Context: an optimization exercise on an open-source flow, tuned for small area. The choices shown serve that exercise and are no tape-out recipe. Only simulation tests tie the RTL to the original design; equivalence was not proved. Power is estimated from default activity; no workload was simulated.

## v6
// Pong
module Pong #(
    parameter CLOCK_FREQ = 25000
)(
    input clock,
    input reset,
    input key0,
    input key1,
    input key2,
    input key3,
    output [6:0] segZero,
    output [6:0] segOne,
    output [6:0] segFour,
    output [6:0] segFive,
    output             resetApp,
    output             LT24Wr_n,
    output             LT24Rd_n,
    output             LT24CS_n,
    output             LT24RS,
    output             LT24Reset_n,
    output [15:0]      LT24Data,
    output             LT24LCDOn
);
reg syncKey2a, syncKey2, syncKey3a, syncKey3;
reg menuState;
always @(posedge clock) begin
    syncKey2a <= key2;
    syncKey2  <= syncKey2a;
    syncKey3a <= key3;
    syncKey3  <= syncKey3a;
    if (reset)          menuState <= 1'b1;
    else if (menuState) menuState <= syncKey2;
    else                menuState <= !syncKey3 && !key3;
end
wire engineReset = reset || menuState || !syncKey3;
reg        engineResetDly;
reg [3:0]  phase;
reg [7:0]  xPix;       
reg [8:0]  yPix;       
reg        pixLoop;
wire phaseWrap = &phase;
wire xZero     = (xPix == 8'd0);
wire enterLoop = !pixLoop && xZero && phaseWrap;
always @(posedge clock) begin
    engineResetDly <= engineReset;
    if (engineResetDly) begin
        phase   <= 4'd8;
        xPix    <= 8'h37;
        yPix    <= 9'd0;
        pixLoop <= 1'b0;
    end else begin
        phase <= phase + 4'd1;
        if (enterLoop) pixLoop <= 1'b1;
        if (xWrap) xPix <= 8'd0;
        else       xPix <= xPix ^ xPixT;
        if (yWrap) yPix <= 9'd0;
        else       yPix <= yPix ^ yPixT;
    end
end
wire xStep = phaseWrap && !enterLoop;
wire xAt239 = pixLoop && xPix[7:5] == 3'b111 && xPix[3:0] == 4'hF;
wire xWrap = xStep && xAt239;
  ...
Size in the first run: roughly 880 cells after synthesis, ~57 I/O pins, about 0.0057 mm2 of cells after synthesis.
export LEC_CHECK = 0
export CAP_MARGIN = 20
export CORE_MARGIN = 2
export CORE_UTILIZATION = 40
export SLEW_MARGIN = 20
create_clock -name core_clock -period 12.0 [get_ports {clock}]
standard.sh (not shown) runs the stock make flow with config.mk's settings and CLKGATE_MAP_FILE= SYNTH_SCRIPT=/design/flow/synth_recipe.tcl, a recipe that flattens the netlist after the stock synthesis.
==> flow/flow/run.sh <==
#!/bin/bash
# Layout flow: the standard layout (standard.sh, all ORFS steps and settings)
# with these changes:
#  - synthesis: the final ABC technology mapping uses the area-oriented script
#    flow/area.abc (3 minutes of &deepsyn, then area mapping) instead of ORFS's; the rest of synth_recipe.tcl is unchanged,
#    so the registers are the standard synthesis's;
#  - port buffering uses the smallest buffer cell (sky130_fd_sc_hd__buf_1);
#  - adders are left to ABC (ADDER_MAP_FILE empty) instead of being mapped to
#    half/full adder cells before it;
#  - clock tree: clkbuf_8 buffers and no dummy loads (CTS_ARGS).
# The make output goes to flow_make.log; ORFS writes each step's log under orfs/logs.
set -euo pipefail
W=$(pwd)
cat "$W/flow/abc_override.tcl" "$W/synth_recipe.tcl" > "$W/area_synth.tcl"
export AREA_ABC_SCRIPT="$W/flow/area.abc"
sed -e "s#SYNTH_SCRIPT=[^ ]*#SYNTH_SCRIPT=$W/area_synth.tcl 'BUFFER_PORTS_ARGS=-buffer_cell sky130_fd_sc_hd__buf_1' ADDER_MAP_FILE= 'CTS_ARGS=-sink_clustering_enable -repair_clock_nets -buf_list sky130_fd_sc_hd__clkbuf_8 -dont_use_dummy_load'#" \
    "$W/standard.sh" > "$W/area_standard.sh"
bash "$W/area_standard.sh" > "$W/flow_make.log" 2>&1
test -s "$W/out/final.def"
==> flow/flow/abc_override.tcl <==
# Run ABC's final technology mapping with an area-oriented script (AREA_ABC_SCRIPT)
# instead of ORFS's; everything else in the standard synthesis is unchanged.
proc abc {args} {
  set out {}
  set i 0
  while {$i < [llength $args]} {
    set a [lindex $args $i]
    if {$a eq "-script"} {
      incr i
      lappend out -script $::env(AREA_ABC_SCRIPT)
    } else {
      lappend out $a
    }
    incr i
  }
  yosys abc {*}$out
}
==> flow/flow/area.abc <==
strash
&get -n
&deepsyn -T 180 -S 3
&put
dch -f
amap
v6: all stages complete, timing, DRC and antenna checks passed
Input-level comparison between v7 and v6:
--- a/flow/design.v
+++ b/flow/design.v
@@ -91,40 +91,41 @@
 always @(posedge clock) begin
     if (engineReset || engineResetDly || (stepSlot && padTimer[5:3] == 3'b111)) padTimer <= 6'd0;    
     else padTimer <= padTimer + {5'd0, stepSlot};
     if (engineReset || engineResetDly || (stepSlot && ballTimer[5] && ballTimer[3] && ballTimer[2])) ballTimer <= 6'd0;    
     else ballTimer <= ballTimer + {5'd0, stepSlot};
 end
 reg [7:0] xBall;
 reg [7:0] yBallOff;    
 reg       xDir, yDir;
 reg [6:0] yPadROff, yPadLOff;    
 reg [3:0] scoreL, scoreR;
-reg       resetBall;
 wire       xDirNext, yDirNext;
 wire       padRUp, padRDown, padLUp, padLDown;
 reg        aiFlag, drawFlag;
 wire       aiFlagNext, drawFlagNext;
 always @(posedge clock) begin
     aiFlag   <= aiFlagNext;
     drawFlag <= drawFlagNext;
 end
 GameLogic gameLogic (
     .slot(phase[1:0]), .drawGroup(phase[3:2] == 2'd0), .aiFlag(aiFlag), .drawFlag(drawFlag),
     .aiFlagNext(aiFlagNext), .drawFlagNext(drawFlagNext),
     .xBall(xBall), .yBallOff(yBallOff), .xDir(xDir), .yDir(yDir),
     .yPadROff(yPadROff), .yPadLOff(yPadLOff), .xPix(xPix), .yPix(yPix),
     .key0(key0), .key1(key1),
     .xDirNext(xDirNext), .yDirNext(yDirNext),
     .padRUp(padRUp), .padRDown(padRDown), .padLUp(padLUp), .padLDown(padLDown)
 );
+wire resetBall = (xBall[7:5] == 3'b111 && xBall[2:0] == 3'b111) ||    
+                 (xBall[7:3] == 5'd0 && xBall[1:0] == 2'b00);          
 wire ballMove = tickBall && !resetBall;
 wire [7:0] xBallT, yBallT;
 wire [6:0] yPadRT, yPadLT;
 assign xBallT[0] = ballMove;
 assign yBallT[0] = ballMove;
 genvar gi;
 generate for (gi = 1; gi < 8; gi = gi + 1) begin : ballToggle
     assign xBallT[gi] = xBallT[gi-1] && (xBall[gi-1] ^ !xDir);
     assign yBallT[gi] = yBallT[gi-1] && (yBallOff[gi-1] ^ !yDir);
 end endgenerate
 always @(posedge clock) begin
@@ -156,25 +157,23 @@
 generate for (gi = 1; gi < 7; gi = gi + 1) begin : padToggle
     assign yPadRT[gi] = yPadRT[gi-1] && (yPadROff[gi-1] ^ padRUp);
     assign yPadLT[gi] = yPadLT[gi-1] && (yPadLOff[gi-1] ^ padLUp);
 end endgenerate
 wire xAt230 = (xBall[7:5] == 3'b111) && (xBall[2:0] == 3'b110);
 wire xAt5   = (xBall[7:3] == 5'd0) && (xBall[1:0] == 2'b01);
 wire scoreWrap = (scoreL[3] && scoreL[1] && scoreL[0]) || (scoreR[3] && scoreR[1] && scoreR[0]);
 always @(posedge clock) begin
     if (engineReset) begin
         scoreL <= 4'd0;
         scoreR <= 4'd0;
-        resetBall <= 1'b0;
     end else if (tickBall) begin
-        if (!resetApp) resetBall <= xAt230 || xAt5;
         if (resetApp || scoreWrap) begin
             scoreL <= 4'd0;
             scoreR <= 4'd0;
         end else begin
             scoreL <= scoreL ^ {xAt230 && scoreL[2] && scoreL[1] && scoreL[0], xAt230 && scoreL[1] && scoreL[0], xAt230 && scoreL[0], xAt230};
             scoreR <= scoreR ^ {xAt5 && scoreR[2] && scoreR[1] && scoreR[0], xAt5 && scoreR[1] && scoreR[0], xAt5 && scoreR[0], xAt5};
         end
     end
 end
 ScoreTo7Segment scoreRightSeg (.score(scoreR), .seg({segOne, segZero}));
 ScoreTo7Segment scoreLeftSeg  (.score(scoreL), .seg({segFive, segFour}));
Notes after the runs:
v7: all stages complete, timing, DRC and antenna checks passed
Going from v6 to v7, depth of the most critical reg-to-reg path rose 1, global-route usage moved up, post-route non-filler standard cell count went down by 0.63%.
| share of the core filled with cells | v6 vs v7 | ≈ equal |
Status: clock-pin transition on the worst setup and hold timing paths parity (v7, v6)
v7 does worse than v6 on worst setup slack after layout.
Capturing element of the worst setup path = LT24Data[4]: v6; capturing element of the worst setup path = LT24Data[0]: v7
In terms of cell area, v6 and v7 differ only marginally.
Against v6, number of vias in the routed layout in v7 came out worse.
Diff v6 -> v7 | total met3 wirelength after detailed routing | up by a little under 10%
STATUS total power draw: v7 wins against v6
Between v7 and v6, the floorplan die area does not differ in any meaningful way.
The relative area change from synthesis to final layout of v7 is lower than that of v6.
Power drawn by the sequential cells of v7 is on par with v6.
Sort v6 and v7 by count of mapped cells out of synthesis asc -> top: v7

## afterwards: timing with drivers on the ports
How much do the figures lean on ideal ports? The routed layouts below were timed once more, with nothing changed but the port constraints.
Step 1: set_driving_cell puts a clkbuf_16 on clock and a buf_2 on each other input, an assumption about the parent block.
Step 2 adds t to the input delays and takes it off the output delays; t is the mean of the earliest and latest rising clock arrival at the registers after step 1. Input paths then give back, and output paths get back, about the clock's delay inside the block.
Slacks: ideal ports / drivers / drivers and shift; pairs: ideal ports / drivers.
run | t, ns | setup slack, ns | hold WS [ns] | worst register clock-pin slew, ns | worst data-port slew with drivers (ns)
v6 | 0.403 | 4.913 / 4.875 / 5.278 | 0.330 / 0.330 / 0.330 | 0.09 / 0.09 | 0.03
v7 | 0.401 | 4.469 / 4.432 / 4.722 | 0.332 / 0.332 / 0.332 | 0.09 / 0.09 | 0.03
After both steps every run listed still meets setup and hold.
